Context: an optimization exercise on an open-source flow, tuned for small area, a short achievable clock period and few clock cycles. The choices shown serve that exercise and are no tape-out recipe. Only simulation tests tie the RTL to the original design; equivalence was not proved. The flow treats the clock pin as an ideal source. Dropping or thinning the clock tree relies on that and would not hold on a real chip. Power and IR drop assume default switching activity.

==> flow/design.v (excerpt) <==
module STI_DAC(clk ,reset, load, pi_data, pi_length, pi_fill, pi_msb, pi_low, pi_end,
	       so_data, so_valid,
	       oem_finish, oem_dataout, oem_addr,
	       odd1_wr, odd2_wr, odd3_wr, odd4_wr, even1_wr, even2_wr, even3_wr, even4_wr);
input		clk, reset;
input		load, pi_msb, pi_low, pi_end;
input	[15:0]	pi_data;
input	[1:0]	pi_length;
input		pi_fill;
output		so_data;
output		so_valid;
output		odd1_wr, odd2_wr, odd3_wr, odd4_wr, even1_wr, even2_wr, even3_wr, even4_wr;
output	reg	oem_finish;
output	[4:0]	oem_addr;
output	[7:0]	oem_dataout;
reg		busy;		 
reg	[2:0]	idx;		 
reg		hi;		 
reg		zero;		 
reg		be;		 
reg	[7:0]	shift;		 
reg	[5:0]	pix;		 
reg	[3:1]	bge;		 
reg	[2:1]	beq;		 
reg		wr_odd;		 
reg		wr_even;	 
reg		wr_data;	 
reg		zen_n;		 
wire off = pi_length[1] & (pi_msb ^ pi_fill);	 
reg zero0, hi0;					 
always @(*) begin
	case (pi_length)
	2'd0: begin zero0 = 1'b0; hi0 = pi_low; end
	2'd1: begin zero0 = 1'b0; hi0 = pi_msb; end
	2'd2: begin zero0 = off; hi0 = off ^ pi_msb; end	 
	default: begin zero0 = off; hi0 = pi_msb; end		 
	endcase
end
wire k1 = hi ^ pi_msb;
wire last_byte = (pi_length == 2'd0)
	| (~zero & k1 & ((pi_length == 2'd1) | off))		 
	| (zero & ~off & (pi_length == 2'd2) & ~k1)		 
	| (zero & ~off & (pi_length == 2'd3) & k1);		 
wire first_bit = ~zero0 & (pi_msb ? (hi0 ? pi_data[15] : pi_data[7])
				  : (hi0 ? pi_data[8] : pi_data[0]));
wire next_bit = ~zero & pi_data[{hi, idx}];
wire byte_end = be;
wire last = byte_end & last_byte;
always @(posedge clk or posedge reset) begin
	if (reset) begin
		busy <= 1'b0;
		be <= 1'b0;
	end else begin
		busy <= load | (busy & ~last);
		be <= busy & (idx == (pi_msb ? 3'd1 : 3'd6));
	end
end
wire [2:0] idx_up = idx + 3'd1;
wire [2:0] idx_dn = idx - 3'd1;
always @(posedge clk) begin
	if (load) idx <= pi_msb ? 3'd6 : 3'd1;
	else idx <= pi_msb ? idx_dn : idx_up;
	if (load) begin
		zero <= zero0;
		hi <= hi0;
	end else if (byte_end) begin
		zero <= zero ^ k1;
		hi <= ~hi;
	end
	shift <= {shift[6:0], load ? first_bit : next_bit};
end
  ...
Size in the first run: roughly 160 cells after synthesis, ~31 flip-flops, ~1600 um2 of cells after synthesis.
clock: 4.0 ns
lec_check: 0
cap_margin: 20
core_margin: 2
core_utilization: 40
setup_slack_margin: 1.6
slew_margin: 20
standard.sh (not shown) runs the stock make flow with config.mk's settings and CLKGATE_MAP_FILE= SYNTH_SCRIPT=/design/flow/synth_recipe.tcl, a recipe that flattens the netlist after the stock synthesis.
==> flow/flow/run.sh <==
#!/bin/bash
# Standard synthesis and layout, with plain buf_1 port buffers and free cell sizing.
set -euo pipefail
bash standard.sh synth > synth.log 2>&1
bash standard.sh 'BUFFER_PORTS_ARGS=-buffer_cell sky130_fd_sc_hd__buf_1' MATCH_CELL_FOOTPRINT=0 'CTS_ARGS=-sink_clustering_enable -repair_clock_nets -dont_use_dummy_load' finish > layout.log 2>&1
The first run produced a clean layout.
Testbench counts at the start, summed over its fixed seeds: cycles 10,845.
Then changed:
==> flow/flow/run.sh (replaced) <==
#!/bin/bash
# Standard synthesis and layout, with plain buf_1 port buffers, free cell
# sizing, and a single clock buffer in place of the clock tree (pre_cts.tcl).
set -euo pipefail
here=$(pwd)
bash standard.sh synth > synth.log 2>&1
bash standard.sh 'BUFFER_PORTS_ARGS=-buffer_cell sky130_fd_sc_hd__buf_1' MATCH_CELL_FOOTPRINT=0 "PRE_CTS_TCL=$here/flow/pre_cts.tcl" finish > layout.log 2>&1
==> flow/flow/pre_cts.tcl (new file) <==
# Clock tree: one clkbuf_16, placed at the centre of the registers, drives
# every register's clock pin (the design has about 30 registers). This
# replaces ORFS's two-level H-tree; all registers still see the same clock.
set block [ord::get_db_block]
set clknet [$block findNet clk]
set sinks {}
set sx 0
set sy 0
foreach it [$clknet getITerms] {
  set inst [$it getInst]
  set box [$inst getBBox]
  set sx [expr {$sx + ([$box xMin] + [$box xMax]) / 2}]
  set sy [expr {$sy + ([$box yMin] + [$box yMax]) / 2}]
  lappend sinks $it
}
set n [llength $sinks]
puts "pre_cts: $n clock sinks"
set master [[ord::get_db] findMaster sky130_fd_sc_hd__clkbuf_16]
set buf [odb::dbInst_create $block $master clkbuf_root]
set leaf [odb::dbNet_create $block clknet_root]
$leaf setSigType CLOCK
foreach it $sinks {
  $it disconnect
  $it connect $leaf
}
[$buf findITerm A] connect $clknet
[$buf findITerm X] connect $leaf
$buf setLocation [expr {$sx / $n}] [expr {$sy / $n}]
$buf setPlacementStatus PLACED
set_propagated_clock [all_clocks]
# the tree is built; skip ORFS's clock tree synthesis
proc clock_tree_synthesis {args} { puts "pre_cts: clock_tree_synthesis skipped" }
Settings changed: ABC_AREA set to 1, SETUP_SLACK_MARGIN 1.6 to 2.1.
The new run produced a clean layout.
Sequential power went down by 6.0%.
Die area went up by 6.6%.
Area after synthesis went up by 7.0%.
Cell area went up by 6.0%.
Then changed:
Settings changed: ABC_AREA 1 to unset, SETUP_SLACK_MARGIN 2.1 to 1.6.
The new run went through all stages and came out clean.
Wire length came out lower by 6.6%.
Combinational power is lower by 8.7%.
Core utilization goes down by 0.46 points.
Worst hold slack is about the same.
Register-to-register slack got worse by 0.14 ns.
Total power is about the same.
Final area went down by 8.0%.
Synthesized area falls by 6.6%.
Critical path depth rose by 3.
Synthesized cell count goes down by 30%.
Then changed:
==> flow/flow/run.sh (replaced) <==
#!/bin/bash
# Standard synthesis and layout, with plain buf_1 port buffers and free cell sizing.
set -euo pipefail
bash standard.sh synth > synth.log 2>&1
bash standard.sh 'BUFFER_PORTS_ARGS=-buffer_cell sky130_fd_sc_hd__buf_1' MATCH_CELL_FOOTPRINT=0 'CTS_ARGS=-sink_clustering_enable -repair_clock_nets -dont_use_dummy_load' finish > layout.log 2>&1
Settings changed: SETUP_SLACK_MARGIN 1.6 to 2.2.
removed: flow/flow/pre_cts.tcl
Outcome: Synthesized area stays the same; wire length increases by 7.9%; final cell count went up by 3.3%; register-to-register slack stays flat; worst setup slack improves by 0.12 ns; sequential share of layout area shrinks by 4.3 points; hold slack hardly moves; sequential power is higher by about 1%; first-iteration DRC count falls by 46%; cell area climbs by 12%; die area does not change.
Then changed:
Settings changed: SETUP_SLACK_MARGIN 2.2 to 1.9.
What happened: Clock skew falls by 0.0032 ns. Wire length went down by 5.7%. Non-clock buffer count falls by 4. Sequential cell count stays the same. Critical path depth is lower by 1. Setup slack loses 0.074 ns. Fmax came out lower by 3.8%. Sequential power came out lower by about 1%. Core utilization went down by 4.4 points. Clock power went down by about 3%. Total power came out lower by 5.2%.
In the second and third runs of this note the design's own scripts or RTL, not TritonCTS, make the clock network.


STI_DAC, a different RTL version from the one above (not shown whole).
For scale: roughly 30 flip-flops, roughly 49 I/O pins.
export LEC_CHECK = 0
export CAP_MARGIN = 20
export CORE_MARGIN = 2
export CORE_UTILIZATION = 65
export SETUP_SLACK_MARGIN = 2.1
export SLEW_MARGIN = 20
create_clock -name core_clock -period 4.0 [get_ports {clk}]
==> flow/flow/run.sh <==
#!/bin/bash
# Standard synthesis and layout, with plain buf_1 port buffers, free cell
# sizing, and a single clock buffer in place of the clock tree (pre_cts.tcl).
set -euo pipefail
here=$(pwd)
bash standard.sh synth > synth.log 2>&1
bash standard.sh 'BUFFER_PORTS_ARGS=-buffer_cell sky130_fd_sc_hd__buf_1' MATCH_CELL_FOOTPRINT=0 "PRE_CTS_TCL=$here/flow/pre_cts.tcl" finish > layout.log 2>&1
==> flow/flow/pre_cts.tcl <==
# Clock tree: one clkbuf_16, placed at the centre of the registers, drives
# every register's clock pin (the design has about 30 registers). This
# replaces ORFS's two-level H-tree; all registers still see the same clock.
set block [ord::get_db_block]
set clknet [$block findNet clk]
set sinks {}
set sx 0
set sy 0
foreach it [$clknet getITerms] {
  set inst [$it getInst]
  set box [$inst getBBox]
  set sx [expr {$sx + ([$box xMin] + [$box xMax]) / 2}]
  set sy [expr {$sy + ([$box yMin] + [$box yMax]) / 2}]
  lappend sinks $it
}
set n [llength $sinks]
puts "pre_cts: $n clock sinks"
set master [[ord::get_db] findMaster sky130_fd_sc_hd__clkbuf_16]
set buf [odb::dbInst_create $block $master clkbuf_root]
set leaf [odb::dbNet_create $block clknet_root]
$leaf setSigType CLOCK
foreach it $sinks {
  $it disconnect
  $it connect $leaf
}
[$buf findITerm A] connect $clknet
[$buf findITerm X] connect $leaf
$buf setLocation [expr {$sx / $n}] [expr {$sy / $n}]
$buf setPlacementStatus PLACED
set_propagated_clock [all_clocks]
# the tree is built; skip ORFS's clock tree synthesis
proc clock_tree_synthesis {args} { puts "pre_cts: clock_tree_synthesis skipped" }
The baseline completed with no timing, DRC or antenna violations.
Testbench counts at the start, summed over its fixed seeds: cycles 10,845.
==> next run, changes <==
==> flow/flow/run.sh (replaced) <==
#!/bin/bash
# Standard synthesis and layout, with plain buf_1 port buffers, free cell
# sizing, no timing repair before placement (repair runs after the clock is
# built), and a single clock buffer in place of the clock tree (pre_cts.tcl).
set -euo pipefail
here=$(pwd)
bash standard.sh synth > synth.log 2>&1
bash standard.sh 'BUFFER_PORTS_ARGS=-buffer_cell sky130_fd_sc_hd__buf_1' MATCH_CELL_FOOTPRINT=0 REMOVE_ABC_BUFFERS=1 "PRE_CTS_TCL=$here/flow/pre_cts.tcl" finish > layout.log 2>&1
- CORE_UTILIZATION: 65 -> 40
After rerunning: The new run finished with timing, DRC and antenna clean. Global-route usage falls by 11 points. Utilization falls by 31 points. Hold slack stays flat. Wire length falls by about 5.4%. Clock power rises by about 4%. Die area rises by about 60%. Cell count rises by about 10%. Area after synthesis is unchanged. Worst setup slack got worse by 0.011 ns.
==> next run, changes <==
==> flow/flow/run.sh (replaced) <==
#!/bin/bash
# Standard synthesis and layout, with plain buf_1 port buffers, free cell
# sizing, and a single clock buffer in place of the clock tree (pre_cts.tcl).
set -euo pipefail
here=$(pwd)
bash standard.sh synth > synth.log 2>&1
bash standard.sh 'BUFFER_PORTS_ARGS=-buffer_cell sky130_fd_sc_hd__buf_1' MATCH_CELL_FOOTPRINT=0 "PRE_CTS_TCL=$here/flow/pre_cts.tcl" finish > layout.log 2>&1
- SETUP_SLACK_MARGIN: 2.1 -> 2.25
- routed wire length is higher by 2.4%
- cell area rises by 12%
- critical path depth does not change
==> next run, changes <==
==> flow/flow/run.sh (replaced) <==
#!/bin/bash
# Standard synthesis and layout, with plain buf_1 port buffers, free cell
# sizing, no timing repair before placement (repair runs after the clock is
# built), and a single clock buffer in place of the clock tree (pre_cts.tcl).
set -euo pipefail
here=$(pwd)
bash standard.sh synth > synth.log 2>&1
bash standard.sh 'BUFFER_PORTS_ARGS=-buffer_cell sky130_fd_sc_hd__buf_1' MATCH_CELL_FOOTPRINT=0 REMOVE_ABC_BUFFERS=1 "PRE_CTS_TCL=$here/flow/pre_cts.tcl" finish > layout.log 2>&1
- SETUP_SLACK_MARGIN: 2.25 -> 2.4
Worst hold slack barely changes.
Power came out higher by about 2.6%.
Global-route usage came out higher by 0.12 points.
==> next run, changes <==
==> flow/flow/run.sh (replaced) <==
#!/bin/bash
# Standard synthesis and layout, with plain buf_1 port buffers, free cell
# sizing, and a single clock buffer in place of the clock tree (pre_cts.tcl).
set -euo pipefail
here=$(pwd)
bash standard.sh synth > synth.log 2>&1
bash standard.sh 'BUFFER_PORTS_ARGS=-buffer_cell sky130_fd_sc_hd__buf_1' MATCH_CELL_FOOTPRINT=0 "PRE_CTS_TCL=$here/flow/pre_cts.tcl" finish > layout.log 2>&1
- SETUP_SLACK_MARGIN: 2.4 -> 2.05
Outcome:
- synthesized area stays the same
- cell count falls by 4.4%
- routed wire length falls by 13%
- worst setup slack degrades by 0.053 ns
- design area falls by 14%
- combinational power falls by 22%
- via count falls by 3.4%
- total power falls by 8.3%
- clock skew stays flat
No run of this note takes its clock network from TritonCTS; it comes from the design's own scripts or RTL.

port drivers added, routing unchanged:
Ports are ideal in the flow. The routed layouts listed here were re-timed in OpenROAD.
Step 1 assumes that a clkbuf_16 drives the clock port and a buf_2 every other input.
Step 2, shift: input delay + t, output delay - t, t = (earliest + latest rising clock arrival at the registers) / 2. This alone moves slack from input paths to output paths.
a / b / c = ideal ports / drivers / drivers and shift; a / b = the first two.
| run | shift t [ns] | slack for setup (ns) | worst setup path after step 2 | latest minus earliest clock arrival (ns) |
|---|---|---|---|---|
| the first run of note 1 | 0.293 | 2.044 / 2.021 / 1.797 | input to register | 0.010 / 0.010 |
| the second run of note 1 | 0.202 | 2.150 / 2.117 / 2.090 | input to register | 0.012 / 0.011 |
| the third run of note 1 | 0.197 | 1.995 / 2.001 / 1.804 | input to register | 0.003 / 0.004 |
| the fourth run of note 1 | 0.296 | 2.118 / 2.093 / 2.006 | input to register | 0.013 / 0.013 |
| the fifth run of note 1 | 0.293 | 2.044 / 2.021 / 1.797 | input to register | 0.010 / 0.010 |
| the first run of note 2 | 0.190 | 2.139 / 2.111 / 2.002 | input to register | 0.004 / 0.003 |
| the second run of note 2 | 0.194 | 2.128 / 2.100 / 1.963 | input to register | 0.004 / 0.004 |
| the third run of note 2 | 0.196 | 2.173 / 2.142 / 2.095 | input to register | 0.005 / 0.005 |
| the fourth run of note 2 | 0.193 | 2.171 / 2.142 / 2.092 | input to register | 0.004 / 0.003 |
| the fifth run of note 2 | 0.194 | 2.117 / 2.087 / 1.996 | input to register | 0.003 / 0.004 |
After both steps every run listed still meets setup and hold.
